This design comes from an exercise in tuning for small area on the open sky130 flow, not from production work. Function was checked by simulation only, so behaviour that the tests miss may differ from the original. In every run shown here, the design's own scripts or RTL, not TritonCTS, make the clock network. The flow treats the clock pin as an ideal source. Dropping or thinning the clock tree relies on that and would not hold on a real chip. Power figures rest on the tool's default switching activity, not on a simulated workload.

$ cat flow/config.mk
export PLATFORM = sky130hd
export DESIGN_NAME = top
export DESIGN_NICKNAME = top
export VERILOG_FILES = /design/flow/design.v
export SDC_FILE = /design/flow/constraint.sdc
export NUM_CORES = 4
export LEC_CHECK = 0
export CAP_MARGIN = 20
export CORE_MARGIN = 2
export CORE_UTILIZATION = 40
export SLEW_MARGIN = 20
$ cat flow/constraint.sdc
create_clock -name core_clock -period 10.0 [get_ports {clk}]
set_input_delay 2.0000 -clock core_clock [delete_from_list [all_inputs] [get_ports {clk}]]
set_output_delay 2.0000 -clock core_clock [all_outputs]
set_load 0.01 [all_outputs]
$ cat flow/design.v
module top(input clk, rst_raw, up, left, right, down,
           input [15:0] switches, output dp, a, b, c, d, e, f, g,
           output [3:0] anode, output load_done, output fsm_done);
    wire up_clean, left_clean, rst, right_clean, down_clean;
    debouncer udb(.clk(clk), .raw(up),      .clean(up_clean));
    debouncer ldb(.clk(clk), .raw(left),    .clean(left_clean));
    debouncer cdb(.clk(clk), .raw(rst_raw), .clean(rst));
    debouncer rdb(.clk(clk), .raw(right),   .clean(right_clean));
    debouncer ddb(.clk(clk), .raw(down),    .clean(down_clean));
    reg btn;
    wire any_now = up_clean | left_clean | right_clean | down_clean;
    localparam IDLE = 2'd0, READ = 2'd1, CONV = 2'd3, DISP = 2'd2;
    reg [1:0] ps;
    wire conv = (ps == CONV);
    reg [5:0] cnt;
    wire ld = |cnt[5:3];
    wire c48 = (cnt == 6'd48);
    wire c4849 = (cnt[5:1] == 5'b11000);
    wire fd = (ps != IDLE) | c48 | (cnt == 6'd47);
    assign load_done = ld;
    assign fsm_done = fd;
    always @(posedge clk)
        btn <= ~rst & (!ld ? left_clean : !fd ? right_clean : any_now);
    always @(posedge clk) begin
        if (rst)
            cnt <= 6'd0;
        else if (!ld)
            cnt <= cnt + {5'd0, btn};
        else if (!fd) begin
            if (!(cnt == 6'd10 && !btn))
                cnt <= cnt + 6'd1;
        end else if (c4849)
            cnt <= conv ? 6'd24 : 6'd49;
        else
            cnt <= cnt + 6'd1;
    end
    reg [15:0] mat;
    integer k;
    always @(posedge clk) begin
        for (k = 0; k < 8; k = k + 1)
            if (cnt == k)
                mat[15-2*k -: 2] <= switches[15-2*k -: 2];
    end
    always @(posedge clk) begin
        if (rst)
            ps <= IDLE;
        else case (ps)
            IDLE: if (c48) ps <= READ;
            READ: ps <= CONV;
            CONV: if (c48) ps <= DISP;
            DISP: if (btn) ps <= READ;
        endcase
    end
    reg [2:0] sel, cap, shown;
    wire to_read = (ps == IDLE) ? c48 : (ps == DISP) && btn;
    wire pick = to_read && any_now;
    wire start = conv && c4849;
    always @(posedge clk) begin
        if (rst) begin
            sel[2] <= 1'b0;
            cap[2] <= 1'b0;
            shown[2] <= 1'b0;
        end else begin
            if (pick) sel[2] <= 1'b1;
            if (start) cap[2] <= sel[2];
            if (c48) shown[2] <= cap[2];
        end
        if (pick) sel[1:0] <= {~(up_clean | left_clean), ~up_clean & (left_clean | ~right_clean)};
        if (start) cap[1:0] <= sel[1:0];
        if (c48) shown[1:0] <= cap[1:0];
    end
    reg [9:0] lo;
    reg [1:0] hi;
    wire lz = ~|lo[8:0];
    wire lo_first = lz & ~lo[9];
    wire lo_last = lz & lo[9];
    always @(posedge clk) begin
        lo <= {lo[8:0], (lo[9] ^ lo[6] ^ lz) & ~rst};
        if (rst)
            hi <= 2'd0;
        else
            hi <= hi + {1'b0, lo_last};
    end
    assign anode = (hi == 2'd0) ? 4'b1110 :
                   (hi == 2'd1) ? 4'b0111 :
                   (hi == 2'd2) ? 4'b1011 : 4'b1101;
    wire [1:0] pidx = hi - {1'b0, lo_first};
    wire [1:0] a1 = shown[1] ? mat[11:10] : mat[15:14];
    wire [1:0] a2 = shown[1] ? mat[9:8]   : mat[13:12];
    wire [1:0] b1 = shown[0] ? mat[5:4]   : mat[7:6];
    wire [1:0] b2 = shown[0] ? mat[1:0]   : mat[3:2];
    wire [4:0] val = a1 * b1 + a2 * b2;
    wire tens = (val >= 5'd10);
    wire [3:0] ones = tens ? val - 5'd10 : val[3:0];
    reg [6:0] seg_ones;
    always @(*) begin
        case (ones)
            4'd0: seg_ones = 7'b0000001;
            4'd1: seg_ones = 7'b1001111;
            4'd2: seg_ones = 7'b0010010;
            4'd3: seg_ones = 7'b0000110;
            4'd4: seg_ones = 7'b1001100;
            4'd5: seg_ones = 7'b0100100;
            4'd6: seg_ones = 7'b0100000;
            4'd7: seg_ones = 7'b0001111;
            4'd8: seg_ones = 7'b0000000;
            4'd9: seg_ones = 7'b0001100;
            default: seg_ones = 7'b1111111;    
        endcase
    end
    wire t1 = shown[2] & (pidx == 2'd3) & tens;
    wire [6:0] seg = (shown[2] && pidx == 2'd0) ? seg_ones : {t1, 2'b00, t1, t1, t1, 1'b1};
    assign {a, b, c, d, e, f, g} = seg;
    assign dp = 1'b1;
endmodule
module debouncer(input raw, input clk, output reg clean);
    localparam [9:0] INV = 10'b1010101010;
    reg [9:0] s;
    wire [9:0] q = s ^ INV;
    wire z8 = ~|q[8:1];
    wire z9 = z8 & ~q[9];                     
    wire fu = q[9] ^ q[6] ^ (z8 & ~q[0]);     
    wire fd = q[0] ^ q[7] ^ z9;               
    wire [9:0] nq = {raw ? q[8:0] : {fd, q[9:2]},
                     raw ? (fu & ~(z9 & ~q[0])) : (q[1] | (z9 & q[0]))};
    always @(posedge clk) begin
        s <= nq ^ INV;
        if (z9) clean <= ~q[0];
    end
endmodule
$ cat flow/flow/run.sh
#!/bin/bash
# Layout flow: the standard ORFS flow with
#  - synthesis as standard (same yosys synth, flop mapping and register
#    names), except that ABC maps all the logic, adders included, with an
#    area-oriented script (my_synth.tcl, abc_area.script), best of six
#    seeds
#  - port buffers of the smallest buffer cell
#  - a two-level clock tree, a root buffer driving six buffers
#    (cts_hook.tcl), instead of TritonCTS's H-tree
# Each tool's output goes to ORFS's own logs under orfs/logs; this script's
# and make's output goes to flow_run.log.
set -euo pipefail
HERE=$(pwd)
export MY_ABC_SCRIPT=$HERE/flow/abc_area.script
export MY_ABC_TRIES=6
export PRE_CTS_TCL=$HERE/flow/cts_hook.tcl
export MY_CTS_BUF=sky130_fd_sc_hd__clkbuf_8
export MY_CTS_NX=3
export MY_CTS_NY=2
export MY_CTS_ROOT=sky130_fd_sc_hd__clkbuf_2
{
  bash standard.sh \
    SYNTH_SCRIPT=$HERE/flow/my_synth.tcl \
    ADDER_MAP_FILE= \
    "BUFFER_PORTS_ARGS=-buffer_cell sky130_fd_sc_hd__buf_1" \
    finish
} > flow_run.log 2>&1
$ cat flow/flow/abc_area.script
strash
balance
rewrite
refactor
balance
rewrite
rewrite -z
balance
refactor -z
rewrite -z
balance
&get -n
&deepsyn -T 30 -S {SEED}
&put
dch -f
amap
topo
$ cat flow/flow/cts_hook.tcl
# Sourced by ORFS's cts.tcl before clock tree synthesis (PRE_CTS_TCL).
# Replaces TritonCTS's H-tree with a small balanced clock tree: the
# flip-flops are split into MY_CTS_NX columns at x medians, each column
# into MY_CTS_NY groups at y medians; a MY_CTS_BUF buffer placed at each
# group's centre drives the group. The clock port drives these buffers,
# or, if MY_CTS_ROOT names a cell, one such root buffer that drives them.
# All flip-flops see the same buffer depth.
proc clock_tree_synthesis {args} {
  set block [ord::get_db_block]
  set db [ord::get_db]
  set master [$db findMaster $::env(MY_CTS_BUF)]
  set nx $::env(MY_CTS_NX)
  set ny $::env(MY_CTS_NY)
  foreach clk [all_clocks] {
    foreach src [get_property $clk sources] {
      set bterm [$block findBTerm [get_full_name $src]]
      set clknet [$bterm getNet]
      set sinks [$clknet getITerms]
      puts "manual CTS: net [$clknet getName], [llength $sinks] sinks, ${nx}x${ny} [$master getName]"
      set cols [my_cts_chunks [lsort -command my_cts_cmpx $sinks] $nx]
      set groups {}
      foreach col $cols {
        foreach grp [my_cts_chunks [lsort -command my_cts_cmpy $col] $ny] {
          if {[llength $grp] > 0} { lappend groups $grp }
        }
      }
      # with more than four leaf buffers, a root buffer drives them
      set drv $clknet
      if {[info exists ::env(MY_CTS_ROOT)] && $::env(MY_CTS_ROOT) ne ""} {
        set rinst [odb::dbInst_create $block [$db findMaster $::env(MY_CTS_ROOT)] "clkbuf_root_[$clknet getName]"]
        set drv [odb::dbNet_create $block "clknet_root_[$clknet getName]"]
        $drv setSigType CLOCK
        [$rinst findITerm A] connect $clknet
        [$rinst findITerm X] connect $drv
        set rx 0
        set ry 0
        foreach it $sinks {
          set rx [expr {$rx + [my_cts_x $it]}]
          set ry [expr {$ry + [my_cts_y $it]}]
        }
        $rinst setLocation [expr {int($rx / [llength $sinks])}] [expr {int($ry / [llength $sinks])}]
        $rinst setPlacementStatus PLACED
      }
      set i 0
      foreach grp $groups {
        set name "clkbuf_q${i}_[$clknet getName]"
        set inst [odb::dbInst_create $block $master $name]
        set net [odb::dbNet_create $block "clknet_q${i}_[$clknet getName]"]
        $net setSigType CLOCK
        set gx 0
        set gy 0
        foreach it $grp {
          $it disconnect
          $it connect $net
          set gx [expr {$gx + [my_cts_x $it]}]
          set gy [expr {$gy + [my_cts_y $it]}]
        }
        [$inst findITerm A] connect $drv
        [$inst findITerm X] connect $net
        $inst setLocation [expr {int($gx / [llength $grp])}] [expr {int($gy / [llength $grp])}]
        $inst setPlacementStatus PLACED
        incr i
      }
    }
  }
}
proc my_cts_x {it} { return [[[$it getInst] getBBox] xMin] }
proc my_cts_y {it} { return [[[$it getInst] getBBox] yMin] }
proc my_cts_cmpx {a b} { expr {[my_cts_x $a] - [my_cts_x $b]} }
proc my_cts_cmpy {a b} { expr {[my_cts_y $a] - [my_cts_y $b]} }
proc my_cts_chunks {lst n} {
  set out {}
  set len [llength $lst]
  for {set i 0} {$i < $n} {incr i} {
    lappend out [lrange $lst [expr {$i * $len / $n}] [expr {($i + 1) * $len / $n - 1}]]
  }
  return $out
}
$ cat flow/flow/my_synth.tcl
# synth_recipe.tcl with ABC given an area-oriented script (MY_ABC_SCRIPT).
# The script's deep synthesis is randomised and time-limited, so ABC is run
# MY_ABC_TRIES times with different seeds ({SEED} in the script) and the
# smallest mapped result is kept.
proc synth {args} { yosys synth -nofsm -noshare {*}$args }
proc abc {args} {
  set i [lsearch -exact $args -script]
  set tries [expr {[info exists ::env(MY_ABC_TRIES)] ? $::env(MY_ABC_TRIES) : 1}]
  set lib [lindex $::env(LIB_FILES) 0]
  set fh [open $::env(MY_ABC_SCRIPT) r]
  set text [read $fh]
  close $fh
  yosys design -save my_pre_abc
  set best_area -1
  set best 0
  for {set t 1} {$t <= $tries} {incr t} {
    set script "$::env(OBJECTS_DIR)/abc_try$t.script"
    set fh [open $script w]
    puts -nonewline $fh [string map [list "{SEED}" $t] $text]
    close $fh
    set targs $args
    if { $i >= 0 } { lset targs [expr {$i + 1}] $script }
    yosys design -load my_pre_abc
    yosys abc {*}$targs
    yosys tee -q -o $::env(OBJECTS_DIR)/abc_try$t.stat stat -liberty $lib
    set fh [open $::env(OBJECTS_DIR)/abc_try$t.stat r]
    set st [read $fh]
    close $fh
    regexp {Chip area for module[^:]*:\s*([0-9.eE+]+)} $st -> area
    puts "ABC try $t: area $area"
    yosys design -save my_abc_try$t
    if { $best_area < 0 || $area < $best_area } {
      set best_area $area
      set best $t
    }
  }
  puts "ABC keeps try $best: area $best_area"
  yosys design -load my_abc_try$best
}
source $::env(SCRIPTS_DIR)/synth.tcl
# left out here: clear keep_hierarchy, flatten, clean up, hide names made inside functions, write 1_2_yosys.v
$ cat flow/standard.sh
#!/bin/bash
# synth_recipe.tcl (not shown) runs the flow's synth.tcl, then flattens the netlist and writes it again
# the make line also repeats each setting of config.mk as NAME=value (left out here)
make -C /OpenROAD-flow-scripts/flow DESIGN_CONFIG=/design/flow/config.mk WORK_HOME=/design/flow/orfs CLKGATE_MAP_FILE= SYNTH_SCRIPT=/design/flow/synth_recipe.tcl "${@:-finish}"
==> out/results.tsv, run 1 <==
metric	value	unit
outcome	timing/DRC/antenna clean	
Worst Tran Pin Value	0.806	ns
postcts setup bufs	0	
FF/Latch Area	0.00229	mm²
skew final	0.00756	ns
worst setup path startpoint	shown[1]	
PwrDens	174	mW/mm²
Vias	2782	
GRT overflow	0	
Fin. Hold Viols	0	
first-pass GRT wire length	11000	µm
Netlist cell types	31	
CP Data Required Time	8.00	ns
number of global-route vias before repair	2557	
max-cap violations	0	
Final setup viols	0	
Yosys top cell area share	39.9	%
height of the die	100	µm
hold_buf cts	0	
Syn Nets	403	
I/O pin total	36	
core area	0.00911	mm²
CP cell instances	clkinv_1, o22ai_1, nor2_1, o21ai_0, nor2_1, a21oi_1, clkinv_1, o22ai_1, a21oi_1, a41oi_1, clkinv_1, nand2_1, o22ai_1, o21bai_1, o21a_1, a2111oi_0, nor3_1, buf_1	
Final #Nets	445	
Synth area leaders	dfxtp_1 (40%), edfxtp_1 (22%), o22ai_1 (9.6%)	
CP max stage cell	a2111oi_0	
Syn Inst Count	381	
largest net degree at the start of global routing	18	
setup slack after layout	3.76	ns
Final Util	44.5	%
Min Clock Period, post-route	6.24	ns
Synth Register Bits	101	
DRT iter0 DRCs	117	
FILL cells	893	
Starting Density	40.7	%
Total GRT Usage	12.7	%
Max VDD drop	0.114	mV
hold_sp	lo[4]	
gp weighted congestion	0.924	
Final ANT Viol Nets	0	
max_slew headroom	45.9	%
Max Freq	0.160	GHz
ratio of cells with drive above 1 in the final layout	1.66	%
Reg-to-Reg Start	cnt[1]	
mean post-synth cell area	9.74	µm²
R2R Setup Slk	7.62	ns
Hold Crit Class	reg -> reg	
Die Width	100	µm
final critical-path share of the clock period	62.4	%
crit path max fanout	5	
cell family with most CP delay	compound AO/OA/AOI/OAI gates	
Setup crit end kind	output port	
LEAKAGE	1.38	nW
Ant. Diodes	0	
Final HPWL DP	4930	µm
drt drc	0	
multi-input logic area	0.00123	mm²
CP Launch Type	flip-flop	
sequential fraction of the synthesis area	61.8	%
Finished Layout Cells	532	
area leader, netlist	dfxtp_1	
post-cts resize count	0	
pre-CTS WS	4.32	ns
CTS clk-pin slew, worst paths	0.10	ns
setup TNS	0	ns
WL/cell	12.3	µm
TritonRoute pass-1 iters	4	
RSZ-0062 raised after global routing	no	
Routed WL	6560	µm
Synth warnings	2	
antenna violations before repair	0	
final max-slew violation count	0	
Worst-Skew Late Latency	0.50	ns
Placed Cells incl. Taps	525	
critical path class	reg -> out	
area grow syn2layout	9.34	%
Die ar.	0.0101	mm²
vias per cell	5.23	
Buffers on Ports	34	
Crit path largest cell delay	0.59	ns
# rows	35	
mapped cell area	0.00371	mm²
Arrival @ worst endpoint	4.24	ns
CP Buf/Inv Count	4	
[cell families after synthesis]
| kind of cell | after synthesis | share of synthesized area [%] |
|---|---|---|
| buf+inv | 48 | 4.96 |
| flops | 101 | 61.8 |
| compound gates | 106 | 18.0 |
| other cells | 1 | 0.101 |
| simple gates | 125 | 15.2 |
[worst register-to-register path: stages, from the launching register on]
cell and delay [ns]:
dfxtp_1 0.39, or2_0 0.29, or4_1 0.51, nor3_1 0.70, clkinv_1 0.14, a22oi_1 0.18
nor2_1 0.05
[state kept, by name, summed over array words and instances (netlist names), 6 cells and up]
name   flops
cdb.s     10
ddb.s     10
udb.s     10
rdb.s     10
cnt        6
ldb.s     10
lo        10
mat       16
[Yosys cell counts]
master     count
a2111oi_0      2
a21oi_1        6
o211ai_1       2
nor2_1        51
clkinv_1      47
o221ai_1       2
a31oi_1        7
a41oi_1        1
a22oi_1        1
nor2b_1        5
o211a_1        1
or4_1          3
o21ai_0       18
o22ai_1       57
a221oi_1       2
edfxtp_1      27
conb_1         1
nand3b_1       2
nor3_1        14
nand3_1        6
nand2_1       31
dfxtp_1       74
nor4_1         5
or2_0          4
o21a_1         1
o32ai_1        1
a211oi_1       4
buf_4          1
o21bai_1       1
or3_1          2
nand4b_1       2
[final timing paths]
path,end,depth (start not counted)
worst max-delay path,c,18
worst min-delay path,lo[5],0
worst max register to register,cap[2],6
worst min register to register,lo[5],0
[metal layers]
metal / vias to the layer above / track usage [%] / wire [µm]
met5: - / 0 / 0
met3: 10 / 1.95 / 289
met2: 40 / 21.6 / 2960
met1: 1257 / 17.4 / 3200
li1: 1475 / - / -
met4: 0 / 2.00 / 110
[cells in the final DEF, fill, tap and decap left out, types with 5 or more instances in the layout]
master    synthesis  layout
a21oi_1           6       6
a31oi_1           7       7
buf_1             0      34
clkbuf_8          0       6
clkinv_1         47      47
dfxtp_1          74      74
edfxtp_1         27      27
nand2_1          31      31
nand3_1           6       6
nor2_1           51      51
nor2b_1           5       5
nor3_1           14      14
nor4_1            5       5
o21ai_0          18      18
o22ai_1          57      57
[final cells by class]
class                           instances  share of cell area (%)
Buffer                                  7                    2.16
Inverter                               47                    4.35
Tap cell                              111                    3.42
Sequential cell                       101                    56.5
Timing Repair Buffer                   34                    3.15
Multi-Input combinational cell        232                    30.4
[through the flow]
stage / cell area, µm² / hold WS [ns] / power (mW)
after floorplan: 3710 / 0.323 / 0.529
after global placement: 3970 / 0.326 / 0.548
after detailed placement: 3970 / 0.338 / 0.550
after CTS: 4060 / 0.334 / 0.677
after global routing: 4060 / 0.357 / 0.746
final: 4060 / 0.355 / 0.707
[report_power, final]
group          total [mW]  leakage, nW  internal (mW)  switching [mW]
clock               0.166       0.0473         0.0558           0.110
combinational      0.0523        0.470         0.0263          0.0260
sequential          0.488        0.864          0.457          0.0318
==> run 2, diff against run 1 <==
--- a/flow/design.v
+++ b/flow/design.v
@@ -52,22 +52,19 @@
         endcase
     end
-    reg [2:0] sel, cap, shown;
+    reg [1:0] sel, cap, shown;
+    reg [1:0] vs;
     wire to_read = (ps == IDLE) ? c48 : (ps == DISP) && btn;
     wire pick = to_read && any_now;
     wire start = conv && c4849;
     always @(posedge clk) begin
-        if (rst) begin
-            sel[2] <= 1'b0;
-            cap[2] <= 1'b0;
-            shown[2] <= 1'b0;
-        end else begin
-            if (pick) sel[2] <= 1'b1;
-            if (start) cap[2] <= sel[2];
-            if (c48) shown[2] <= cap[2];
-        end
-        if (pick) sel[1:0] <= {~(up_clean | left_clean), ~up_clean & (left_clean | ~right_clean)};
-        if (start) cap[1:0] <= sel[1:0];
-        if (c48) shown[1:0] <= cap[1:0];
+        if (rst)
+            vs <= 2'd0;
+        else if ((vs == 2'd0 && pick) || (vs == 2'd1 && start) || (vs == 2'd2 && c48))
+            vs <= vs + 2'd1;
+        if (pick) sel <= {~(up_clean | left_clean), ~up_clean & (left_clean | ~right_clean)};
+        if (start) cap <= sel;
+        if (c48) shown <= cap;
     end
+    wire shown_valid = (vs == 2'd3);
     reg [9:0] lo;
     reg [1:0] hi;
@@ -109,6 +106,6 @@
         endcase
     end
-    wire t1 = shown[2] & (pidx == 2'd3) & tens;
-    wire [6:0] seg = (shown[2] && pidx == 2'd0) ? seg_ones : {t1, 2'b00, t1, t1, t1, 1'b1};
+    wire t1 = shown_valid & (pidx == 2'd3) & tens;
+    wire [6:0] seg = (shown_valid && pidx == 2'd0) ? seg_ones : {t1, 2'b00, t1, t1, t1, 1'b1};
     assign {a, b, c, d, e, f, g} = seg;
     assign dp = 1'b1;
==> out/results.tsv, run 2 <==
metric	value	unit
Arrival @ worst endpoint	4.49	ns
Placed Cells incl. Taps	522	
Die Width	100	µm
PwrDens	175	mW/mm²
Final #Nets	442	
Final setup viols	0	
final critical-path share of the clock period	64.9	%
most frequent cells in the layout	dfxtp_1 (73), nor2_1 (56), o22ai_1 (54)	
final max-slew violation count	0	
worst setup path startpoint	shown[0]	
most frequent cell after synthesis	dfxtp_1	
antenna violations before repair	0	
Syn Inst Count	378	
most frequent CP cell	nor2_1	
mapped cell area	0.00368	mm²
gp weighted congestion	0.885	
hold_buf cts	0	
Register-to-Register Path Depth	16	
Max Freq	0.154	GHz
Finished Layout Cells	529	
Synth warnings	2	
reg-to-reg endpoint	cnt[1]	
CTS clk-pin slew, worst paths	0.10	ns
Worst-Skew Late Latency	0.52	ns
hold_sp	lo[5]	
CP max stage cell	edfxtp_1	
worst hold endpoint	lo[6]	
GRT overflow	0	
drt drc	0	
multi-input logic area	0.00123	mm²
post-cts resize count	0	
CP cell instances	clkinv_1, o22ai_1, nor2_1, nor2_1, a21oi_1, and2_0, or2_0, o21ai_0, or2_0, a21boi_0, nor2_1, o21ai_0, nand2_1, clkinv_1, nor2_1, o221ai_1, o2111ai_1, o31ai_1, o21bai_1, buf_1	
vias per cell	5.31	
CP Launch Type	flip-flop	
skew final	0.00869	ns
core area	0.00906	mm²
FF/Latch Area	0.00227	mm²
first-pass GRT wire length	11400	µm
Die ar.	0.00999	mm²
Yosys top cell area share	39.7	%
Hold Crit Class	reg -> reg	
Final HPWL DP	5010	µm
LEAKAGE	1.37	nW
Ant. Diodes	0	
Fin Hold WS	0.351	ns
largest net degree at the start of global routing	18	
critical path class	reg -> out	
area leader, netlist	dfxtp_1	
EDFF count, synth	27	
height of the die	100	µm
setup TNS	0	ns
WL/cell	12.7	µm
Async SR Flop Fraction	0	%
Max VDD drop	0.123	mV
outcome	timing/DRC/antenna clean	
Routed WL	6700	µm
postcts setup bufs	0	
CP Data Required Time	8.00	ns
Worst Tran Pin Value	0.814	ns
area grow syn2layout	9.41	%
sequential fraction of the synthesis area	61.7	%
Top reg by flops	mat	
commonest non-fill, non-tap cell in the layout	dfxtp_1	
R2R Setup Slk	7.60	ns
Starting Density	40.6	%
Total GRT Usage	13.1	%
mean post-synth cell area	9.74	µm²
DRT iter0 DRCs	92	
crit path max fanout	5	
# rows	35	
TritonRoute pass-1 iters	4	
Syn Nets	400	
Buffers on Ports	34	
top cells by count, synth	dfxtp_1 (73), nor2_1 (56), o22ai_1 (54)	
Min Clock Period, post-route	6.49	ns
max-cap violations	0	
I/O pin total	36	
Final ANT Viol Nets	0	
Fin. Hold Viols	0	
Synth Register Bits	100	
Netlist cell types	35	
Setup crit end kind	output port	
Vias	2808	
RSZ-0062 raised after global routing	no	
Synth area leaders	dfxtp_1 (40%), edfxtp_1 (22%), o22ai_1 (9.2%)	
Reg-to-Reg Start	cnt[5]	
Final Util	44.5	%
Design Power	0.706	mW
Crit path largest cell delay	0.43	ns
number of global-route vias before repair	2585	
FILL cells	883	
ys flop type	dfxtp_1	
max_slew headroom	45.3	%
ratio of cells with drive above 1 in the final layout	1.67	%
max reg flops	16	
hold depth	0	
-- run 2: worst max-delay path by stage --
stage	end	slack [ns]	cells after the start
3_5_place_dp	d	4.16	20
4_1_cts	d	4.14	20
6_report	d	3.51	20
2_1_floorplan	e	4.59	19
5_1_grt	d	3.05	20
3_3_place_gp	d	4.44	20
-- run 2: layout make-up --
type | instances | area share (%)
inverters | 47 | 4.38
plain buffers | 7 | 2.17
multi-input cells | 230 | 30.5
repair buffers | 34 | 3.17
flip-flops and latches | 100 | 56.4
well taps | 111 | 3.45
-- run 2: logic make-up (layout without fill, tap and decap cells) --
group                  Yosys count  count (layout)  synth area share (%)
DFF                            100             100                  61.7
other                            1               1                 0.102
and+or+nand+nor                125             125                  15.4
buffers and inverters           48              88                  4.99
AOI/OAI and AO/OA              104             104                  17.8
-- run 2: power breakdown --
part	total (mW)	internal (mW)	switching [mW]
combinational	0.0530	0.0274	0.0257
clock	0.166	0.0557	0.111
sequential	0.486	0.453	0.0334
total	0.706	0.536	0.170
-- run 2: metal layers --
metal / GRT usage, % / vias to the layer above / wire length, µm
met2: 23.4 / 55 / 3190
met3: 1.67 / 9 / 253
met4: 1.48 / 0 / 95
met5: 0 / - / 0
li1: - / 1463 / -
met1: 17.6 / 1281 / 3170
-- run 2: critical path: cells and delay by family (launching register included) --
family | cells | cell delay, ns
AO/OA/AOI/OAI | 9 | 2.02
AND/OR/NAND/NOR | 8 | 1.11
flip-flops | 1 | 0.43
buffers and inverters | 3 | 0.40
-- run 2: through the flow --
stage | setup WS [ns] | area (µm²)
6_report | 3.51 | 4030
5_1_grt | 3.05 | 4030
4_1_cts | 4.14 | 4030
3_5_place_dp | 4.16 | 3940
3_3_place_gp | 4.44 | 3940
2_1_floorplan | 4.59 | 3680
==> run 3, diff against run 2 <==
==> flow/flow/run.sh (replaced) <==
#!/bin/bash
# Layout flow: the standard ORFS flow with
#  - synthesis as standard (same yosys synth, flop mapping and register
#    names), except that ABC maps all the logic, adders included, with an
#    area-oriented script (my_synth.tcl, abc_area.script), best of eight
#    seeds
#  - port buffers of the smallest buffer cell
#  - a two-level clock tree, a root buffer driving five buffers
#    (cts_hook.tcl), instead of TritonCTS's H-tree
# Each tool's output goes to ORFS's own logs under orfs/logs; this script's
# and make's output goes to flow_run.log.
set -euo pipefail
HERE=$(pwd)
export MY_ABC_SCRIPT=$HERE/flow/abc_area.script
export MY_ABC_TRIES=8
export PRE_CTS_TCL=$HERE/flow/cts_hook.tcl
export MY_CTS_BUF=sky130_fd_sc_hd__clkbuf_8
export MY_CTS_NX=5
export MY_CTS_NY=1
export MY_CTS_ROOT=sky130_fd_sc_hd__clkbuf_1
{
  bash standard.sh \
    SYNTH_SCRIPT=$HERE/flow/my_synth.tcl \
    ADDER_MAP_FILE= \
    "BUFFER_PORTS_ARGS=-buffer_cell sky130_fd_sc_hd__buf_1" \
    finish
} > flow_run.log 2>&1
==> out/results.tsv, run 3 <==
metric	value	unit
outcome	timing/DRC/antenna clean	
commonest non-fill, non-tap cell in the layout	dfxtp_1	
RSZ-0062 raised after global routing	no	
setup TNS	0	ns
Hold Crit Class	reg -> reg	
post-cts resize count	0	
Placed Cells incl. Taps	516	
DRT iter0 DRCs	118	
Fin. Hold Viols	0	
TritonRoute pass-1 iters	4	
Async SR Flop Fraction	0	%
pre-CTS WS	5.00	ns
CP Launch Type	flip-flop	
PwrDens	172	mW/mm²
mapped cell area	0.00367	mm²
Final Util	45.4	%
EDFF count, synth	27	
WL/cell	12.3	µm
max reg flops	16	
# rows	34	
most frequent cells in the layout	dfxtp_1 (73), o22ai_1 (52), nor2_1 (45)	
I/O pin total	36	
most frequent cell after synthesis	dfxtp_1	
ratio of cells with drive above 1 in the final layout	1.21	%
area leader, netlist	dfxtp_1	
Final #Nets	438	
Min Clock Period, post-route	5.69	ns
Syn Inst Count	375	
skew final	0.00686	ns
sequential fraction of the synthesis area	61.9	%
mean post-synth cell area	9.79	µm²
Setup crit end kind	output port	
M3 GR Usage	1.53	%
Die ar.	0.00996	mm²
met1 Usage GRT	17.4	%
Max VDD drop	0.111	mV
top cells by count, synth	dfxtp_1 (73), o22ai_1 (52), nor2_1 (45)	
first-pass GRT wire length	10800	µm
Synth Register Bits	100	
Synth warnings	2	
Design Power	0.688	mW
Yosys top cell area share	39.8	%
Final HPWL DP	4750	µm
antenna violations before repair	0	
gp weighted congestion	0.894	
Netlist cell types	34	
Die Width	99.8	µm
CTS clk-pin slew, worst paths	0.12	ns
vias per cell	5.35	
grt peak-use layer	met2	
core area	0.00881	mm²
Worst Tran Pin Value	0.866	ns
placed cell areas	0.00393	mm²
max-cap violations	0	
Final ANT Viol Nets	0	
LEAKAGE	1.37	nW
post-route cell area	0.00400	mm²
Starting Density	41.7	%
Finished Layout Cells	522	
Vias	2794	
Final setup viols	0	
critical path class	reg -> out	
setup slack after layout	4.31	ns
Max Freq	0.176	GHz
hold_buf cts	0	
CP Data Required Time	8.00	ns
Worst-Skew Late Latency	0.62	ns
met2 usage	21.0	%
drt drc	0	
Syn Nets	397	
number of global-route vias before repair	2471	
ys flop type	dfxtp_1	
final max-slew violation count	0	
Ant. Diodes	0	
Synth area leaders	dfxtp_1 (40%), edfxtp_1 (22%), o22ai_1 (8.9%)	
max_slew headroom	40.8	%
height of the die	99.8	µm
Buffers on Ports	34	
Fin Hold WS	0.357	ns
crit path max fanout	4	
Arrival @ worst endpoint	3.69	ns
Total GRT Usage	12.4	%
area grow syn2layout	8.93	%
final critical-path share of the clock period	56.9	%
postcts setup bufs	0	
Top reg by flops	mat	
largest net degree at the start of global routing	21	
Routed WL	6430	µm
GRT overflow	0	
## run 3: cell count changes after synthesis, sizes merged, moves of 5 or more
cell,before,now
nor3,13,8
nor2,56,45
o21ai,12,20
nand2,29,39
clkinv,47,39
## run 3: final timing paths
path	from	cells after the start	slack, ns	endpoint
hold / removal	lo[4]	0	0.36	lo[5]
setup / recovery	lo[3]	9	4.31	a
setup reg to reg	cnt[2]	15	7.48	btn
hold reg to reg	lo[4]	0	0.36	lo[5]
## run 3: layout make-up
| type | count | area (µm²) |
|---|---|---|
| plain buffers | 6 | 72.6 |
| repair buffers | 34 | 128 |
| well taps | 108 | 135 |
| flip-flops and latches | 100 | 2270 |
| multi-input cells | 235 | 1240 |
| inverters | 39 | 146 |
| fillers | 847 | 4810 |
## run 3: per-layer routing
metal,share of wire [%],up-vias,routed length [µm]
met3,4.3,4,275
met2,45,57,2900
li1,-,1457,-
met5,0,-,0
met1,50,1276,3190
met4,1.1,0,68
## run 3: power by group
| part | internal [mW] | switching, mW | total [mW] |
|---|---|---|---|
| logic | 0.0260 | 0.0241 | 0.0501 |
| registers | 0.453 | 0.0317 | 0.485 |
| clock network | 0.0461 | 0.107 | 0.153 |
## run 3: logic make-up after synthesis
family | count (synthesis) | share of synthesized area (%)
simple gates | 120 | 14.7
compound gates | 114 | 19.2
flops | 100 | 61.9
buf+inv | 40 | 4.19
other cells | 1 | 0.102
## run 3: worst max-delay path, stage by stage, from the launching register on
cell	delay [ns]
dfxtp_1	0.33
or4_1	0.51
nor4_1	0.43
a21oi_1	0.16
a2111oi_0	0.69
o221ai_1	0.26
o21ai_0	0.28
a31oi_1	0.10
a21oi_1	0.15
buf_1	0.16

[separate check: timing with driven ports]
The flow's constraints put no driver on any port. The routed layouts listed below were extracted and timed again, unchanged, in two steps. Step 1 (the two cells are an assumption about what drives the block):
set clk [get_ports {clk}]
set_driving_cell -lib_cell sky130_fd_sc_hd__clkbuf_16 $clk
set_driving_cell -lib_cell sky130_fd_sc_hd__buf_2 [delete_from_list [all_inputs] $clk]
Step 2 adds t to the input delays and takes it off the output delays; t is the mean of the earliest and latest rising clock arrival at the registers after step 1. Input paths then give back, and output paths get back, about the clock's delay inside the block. a / b / c = ideal / step 1 / step 2; a / b = the first two.
| run | t (ns) | setup WS [ns] | slew at the worst register clock pin (ns) | worst slew at a driven data input, ns | cell pins on the clock port's net |
|---|---|---|---|---|---|
| run 1 | 0.517 | 3.759 / 3.733 / 4.250 | 0.10 / 0.10 | 0.05 | 1 |
| run 2 | 0.542 | 3.515 / 3.489 / 4.031 | 0.10 / 0.10 | 0.04 | 1 |
| run 3 | 0.638 | 4.315 / 4.288 / 4.926 | 0.12 / 0.12 | 0.04 | 1 |
After both steps setup and hold are still met in every run listed.
